Context: an optimization exercise on an open-source flow, tuned for small area and a short achievable clock period. The choices shown serve that exercise and are no tape-out recipe.
RTL that was checked went through simulation tests only; none was proved equivalent to the original.

raven:
==> module array_top, before the edit <==
module array_top #(parameter ARRAY_SIZE=4, parameter LOG_ARRAY_SIZE=2) (
    input clk,
    input [(ARRAY_SIZE*ARRAY_SIZE*32)-1:0] weights,
    input [(ARRAY_SIZE*8)-1:0] inputs,
    input [3:0] in_width,
    input [3:0] weight_width,
    input s_in,
    input s_weight,
    output reg [(ARRAY_SIZE*(10+LOG_ARRAY_SIZE)*4)-1:0] psum
    );
    localparam COL_WIDTH = 10+LOG_ARRAY_SIZE;
    localparam MW = 94;     
    wire a8 = in_width[3];
    wire a4 = ~in_width[3] & in_width[2];
    wire w8 = weight_width[3];
    wire w4 = ~weight_width[3] & weight_width[2];
    reg [(ARRAY_SIZE*ARRAY_SIZE*32)-1:0] weight_reg;
    reg [ARRAY_SIZE*MW-1:0] mult_reg;
    reg [ARRAY_SIZE*12-1:0] sgn_reg;
    reg [ARRAY_SIZE-1:0] w8_d, w4_d, s_in_d, s_weight_d;
    reg w8_reg, w4_reg, s_in_reg, s_weight_reg;
    wire [ARRAY_SIZE*MW-1:0] mult;
    genvar r, c;
    generate
        for (r = 0; r < ARRAY_SIZE; r = r + 1) begin: prep
            row_prep rp (
                .x(inputs[r*8 +: 8]), .a8(a8), .a4(a4), .s_in(s_in),
                .v0(mult[r*MW +: 33]), .v1(mult[r*MW+33 +: 21]),
                .c2(mult[r*MW+54 +: 20]), .c3(mult[r*MW+74 +: 20])
            );
        end
    endgenerate
    wire [2:0] sgn = {s_weight, s_weight & ~w8, s_weight & ~w8 & ~w4};
    wire [(ARRAY_SIZE*COL_WIDTH*4)-1:0] tsum;    
    wire [ARRAY_SIZE*8-1:0] tcarry;              
    wire [(ARRAY_SIZE*COL_WIDTH*4)-1:0] tbin;    
    systolic_array #(.ARRAY_SIZE(ARRAY_SIZE), .COL_WIDTH(COL_WIDTH)) sa0(
        .clk(clk),
        .weights(weight_reg),
        .mult(mult_reg),
        .sgn(sgn_reg),
        .tsums(tsum),
        .tcarries(tcarry)
    );
    wire [(ARRAY_SIZE*COL_WIDTH*4)-1:0] psum_next;
    generate
        for (c = 0; c < ARRAY_SIZE*4; c = c + 1) begin: resolve
            carry_resolve cr (
                .s(tsum[c*COL_WIDTH +: COL_WIDTH]),
                .c4(tcarry[2*c]),
                .c8(tcarry[2*c+1]),
                .u(tbin[c*COL_WIDTH +: COL_WIDTH])
            );
        end
        for (c = 0; c < ARRAY_SIZE; c = c + 1) begin: cols
            column_fuse #(.COL_WIDTH(COL_WIDTH)) cf (
                .t(~tbin[c*COL_WIDTH*4 +: COL_WIDTH*4]),
                .w8(w8_d[c]),
                .w4(w4_d[c]),
                .s_in(s_in_d[c]),
                .s_weight(s_weight_d[c]),
                .psum(psum_next[c*COL_WIDTH*4 +: COL_WIDTH*4])
            );
        end
    endgenerate
    always @(posedge clk) begin
        weight_reg <= weights;
        mult_reg <= mult;
        sgn_reg <= {sgn_reg[(ARRAY_SIZE-1)*12-1:0],
                    sgn & {3{~a8 & ~a4}}, sgn & {3{~a8 & ~a4}}, sgn & {3{~a8}}, sgn};
        w8_reg <= w8;
        w4_reg <= w4;
        s_in_reg <= s_in;
        s_weight_reg <= s_weight;
        w8_d <= {w8_d[ARRAY_SIZE-2:0], w8_reg};
        w4_d <= {w4_d[ARRAY_SIZE-2:0], w4_reg};
        s_in_d <= {s_in_d[ARRAY_SIZE-2:0], s_in_reg};
        s_weight_d <= {s_weight_d[ARRAY_SIZE-2:0], s_weight_reg};
        psum <= psum_next;
    end
endmodule
==> module carry_resolve, before the edit <==
module carry_resolve (
    input [11:0] s,
    input c4,
    input c8,
    output [11:0] u
    );
    wire g4 = c4 & (&s[7:4]);
    assign u[3:0] = s[3:0];
    assign u[4] = s[4] ^ c4;
    assign u[5] = s[5] ^ (c4 & s[4]);
    assign u[6] = s[6] ^ (c4 & (&s[5:4]));
    assign u[7] = s[7] ^ (c4 & (&s[6:4]));
    wire [3:0] h = s[11:8];
    wire one = c8 ^ g4;
    wire two = c8 & g4;
    assign u[8]  = h[0] ^ one;
    assign u[9]  = h[1] ^ (one & h[0]) ^ two;
    assign u[10] = h[2] ^ ((one & (&h[1:0])) | (two & h[1]));
    assign u[11] = h[3] ^ ((one & (&h[2:0])) | (two & (&h[2:1])));
endmodule
export LEC_CHECK = 0
export ABC_AREA = 1
export CAP_MARGIN = 0
export CORE_MARGIN = 2
export CORE_UTILIZATION = 50
export CTS_CLUSTER_DIAMETER = 100
export CTS_CLUSTER_SIZE = 25
export SETUP_SLACK_MARGIN = 0.2
export SLEW_MARGIN = 0
create_clock -name core_clock -period 14.0 [get_ports {clk}]
standard.sh (not shown) runs the stock make flow with config.mk's settings and CLKGATE_MAP_FILE= SYNTH_SCRIPT=/design/flow/synth_recipe.tcl, a recipe that flattens the netlist after the stock synthesis.
==> flow/flow/run.sh <==
#!/bin/bash
# The standard layout (standard.sh) with these changes:
#  - after placement, the port buffers that buffer_ports made (delay cells on
#    this platform) become plain buffers (buf_1 where the port feeds one
#    flip-flop, else buf_4);
#  - a second timing repair round after global routing (flow/post_grt.tcl).
# Each tool's output goes to a log of its own in this folder.
set -euo pipefail
KNOBS="SETUP_SLACK_MARGIN=9.95 MATCH_CELL_FOOTPRINT=0 POST_GLOBAL_ROUTE_TCL=$PWD/flow/post_grt.tcl"
bash standard.sh $KNOBS synth floorplan place > log_1_place.log 2>&1
RES=orfs/results/sky130hd/array_top/base \
LIB=$FLOW_HOME/platforms/sky130hd/lib/sky130_fd_sc_hd__tt_025C_1v80.lib \
  openroad -no_init -exit flow/port_buffers.tcl > log_2_port_buffers.log 2>&1
bash standard.sh $KNOBS finish > log_3_finish.log 2>&1
==> flow/flow/port_buffers.tcl <==
# Swap the port buffers of the placed design (delay cells on this platform)
# for plain buffers: buf_1 where the port only feeds one flip-flop's D pin,
# else buf_4; then legalize.
read_db $::env(RES)/3_place.odb
read_liberty $::env(LIB)
set n 0
foreach inst [[ord::get_db_block] getInsts] {
  set name [$inst getName]
  if {![regexp {^(input|output)[0-9]+$} $name]} continue
  set cell sky130_fd_sc_hd__buf_4
  if {[string match input* $name]} {
    set out [$inst findITerm X]
    set loads {}
    foreach it [[$out getNet] getITerms] {
      if {[$it isInputSignal]} { lappend loads $it }
    }
    if {[llength $loads] == 1} {
      set l [lindex $loads 0]
      if {[$l getMTerm] ne "" && [[$l getMTerm] getName] eq "D"} {
        set cell sky130_fd_sc_hd__buf_1
      }
    }
  }
  if {[[$inst getMaster] getName] ne $cell} {
    replace_cell $name $cell
    incr n
  }
}
puts "port buffers replaced: $n"
detailed_placement
check_placement -verbose
write_db $::env(RES)/3_place.odb
==> flow/flow/post_grt.tcl <==
# Hook run by ORFS at the end of global routing (POST_GLOBAL_ROUTE_TCL): a
# second round of the flow's own timing repair on global-route parasitics,
# then legalize and route the changed nets again.
log_cmd global_route -start_incremental
log_cmd estimate_parasitics -global_routing
repair_timing_helper
log_cmd detailed_placement
log_cmd global_route -end_incremental
log_cmd estimate_parasitics -global_routing
raven finished every step from synthesis to the final layout, and the layout passed the timing, DRC and antenna checks.
Here is what was changed in the inputs of fjord compared with raven.
==> flow/design.v, changed modules only <==
module array_top #(parameter ARRAY_SIZE=4, parameter LOG_ARRAY_SIZE=2) (
    input clk,
    input [(ARRAY_SIZE*ARRAY_SIZE*32)-1:0] weights,
    input [(ARRAY_SIZE*8)-1:0] inputs,
    input [3:0] in_width,
    input [3:0] weight_width,
    input s_in,
    input s_weight,
    output reg [(ARRAY_SIZE*(10+LOG_ARRAY_SIZE)*4)-1:0] psum
    );
    localparam COL_WIDTH = 10+LOG_ARRAY_SIZE;
    localparam MW = 94;     
    wire a8 = in_width[3];
    wire a4 = ~in_width[3] & in_width[2];
    wire w8 = weight_width[3];
    wire w4 = ~weight_width[3] & weight_width[2];
    reg [(ARRAY_SIZE*ARRAY_SIZE*32)-1:0] weight_reg;
    reg [ARRAY_SIZE*MW-1:0] mult_reg;
    reg [ARRAY_SIZE*12-1:0] sgn_reg;
    reg [ARRAY_SIZE-1:0] w8_d, w4_d, s_in_d, s_weight_d;
    reg w8_reg, w4_reg, s_in_reg, s_weight_reg;
    wire [ARRAY_SIZE*MW-1:0] mult;
    genvar r, c;
    generate
        for (r = 0; r < ARRAY_SIZE; r = r + 1) begin: prep
            row_prep rp (
                .x(inputs[r*8 +: 8]), .a8(a8), .a4(a4), .s_in(s_in),
                .v0(mult[r*MW +: 33]), .v1(mult[r*MW+33 +: 21]),
                .c2(mult[r*MW+54 +: 20]), .c3(mult[r*MW+74 +: 20])
            );
        end
    endgenerate
    wire [2:0] sgn = {s_weight, s_weight & ~w8, s_weight & ~w8 & ~w4};
    wire [(ARRAY_SIZE*COL_WIDTH*4)-1:0] tsum;    
    wire [ARRAY_SIZE*8-1:0] tcarry;              
    wire [(ARRAY_SIZE*COL_WIDTH*4)-1:0] tbin;    
    systolic_array #(.ARRAY_SIZE(ARRAY_SIZE), .COL_WIDTH(COL_WIDTH)) sa0(
        .clk(clk),
        .weights(weight_reg),
        .mult(mult_reg),
        .sgn(sgn_reg),
        .tsums(tsum),
        .tcarries(tcarry)
    );
    wire [(ARRAY_SIZE*COL_WIDTH*4)-1:0] psum_next;
    generate
        for (c = 0; c < ARRAY_SIZE*4; c = c + 1) begin: resolve
            assign tbin[c*COL_WIDTH +: COL_WIDTH] = tsum[c*COL_WIDTH +: COL_WIDTH] +
                {3'b000, tcarry[2*c+1], 3'b000, tcarry[2*c], 4'b0000};
        end
        for (c = 0; c < ARRAY_SIZE; c = c + 1) begin: cols
            column_fuse #(.COL_WIDTH(COL_WIDTH)) cf (
                .t(~tbin[c*COL_WIDTH*4 +: COL_WIDTH*4]),
                .w8(w8_d[c]),
                .w4(w4_d[c]),
                .s_in(s_in_d[c]),
                .s_weight(s_weight_d[c]),
                .psum(psum_next[c*COL_WIDTH*4 +: COL_WIDTH*4])
            );
        end
    endgenerate
    always @(posedge clk) begin
        weight_reg <= weights;
        mult_reg <= mult;
        sgn_reg <= {sgn_reg[(ARRAY_SIZE-1)*12-1:0],
                    sgn & {3{~a8 & ~a4}}, sgn & {3{~a8 & ~a4}}, sgn & {3{~a8}}, sgn};
        w8_reg <= w8;
        w4_reg <= w4;
        s_in_reg <= s_in;
        s_weight_reg <= s_weight;
        w8_d <= {w8_d[ARRAY_SIZE-2:0], w8_reg};
        w4_d <= {w4_d[ARRAY_SIZE-2:0], w4_reg};
        s_in_d <= {s_in_d[ARRAY_SIZE-2:0], s_in_reg};
        s_weight_d <= {s_weight_d[ARRAY_SIZE-2:0], s_weight_reg};
        psum <= psum_next;
    end
endmodule
// module carry_resolve removed
## What came out
Summary — wire length of the first global-routing pass, fjord relative to raven: lower, by 8600 µm. Comparing the two runs side by side, fjord comes out behind raven on area of all placed cells without fillers. Higher critical path depth goes to fjord over raven. Diff raven -> fjord: number of buffers created by CTS up about 5%, routed wire length down about 1.1%, cell count flat, portion of netlist area occupied by mux cells flat. [compare] base=raven new=fjord: share of the core filled with cells now sits higher; flip-flop and latch count now sits at about the same level; layout-stage area growth over the synthesis result now sits higher. The last element of the critical path comes out psum[134] in one run and psum[85] in the other, namely in raven and fjord respectively.
Only the layout flow was run in raven; the RTL was not checked for function there.

## afterwards: timing with drivers on the ports
In the flow no input, the clock included, has a driving cell. The finished layouts below were timed again as built, in two steps.
Step 1 assumes that a clkbuf_16 drives the clock port and a buf_2 every other input.
Step 2, shift: input delay + t, output delay - t, t = (earliest + latest rising clock arrival at the registers) / 2. This alone moves slack from input paths to output paths.
Slacks: ideal / step 1 / step 2; pairs: ideal / step 1.
run	shift t [ns]	slack for setup (ns)	worst slew at a driven data input, ns
raven	0.923	9.497 / 9.497 / 9.188	0.21
fjord	0.924	9.862 / 9.812 / 9.159	0.22
After both steps every run listed still meets setup and hold. The setup slack of fjord, which loses most, moves by -0.050 ns with the drivers and by -0.703 ns with both steps.
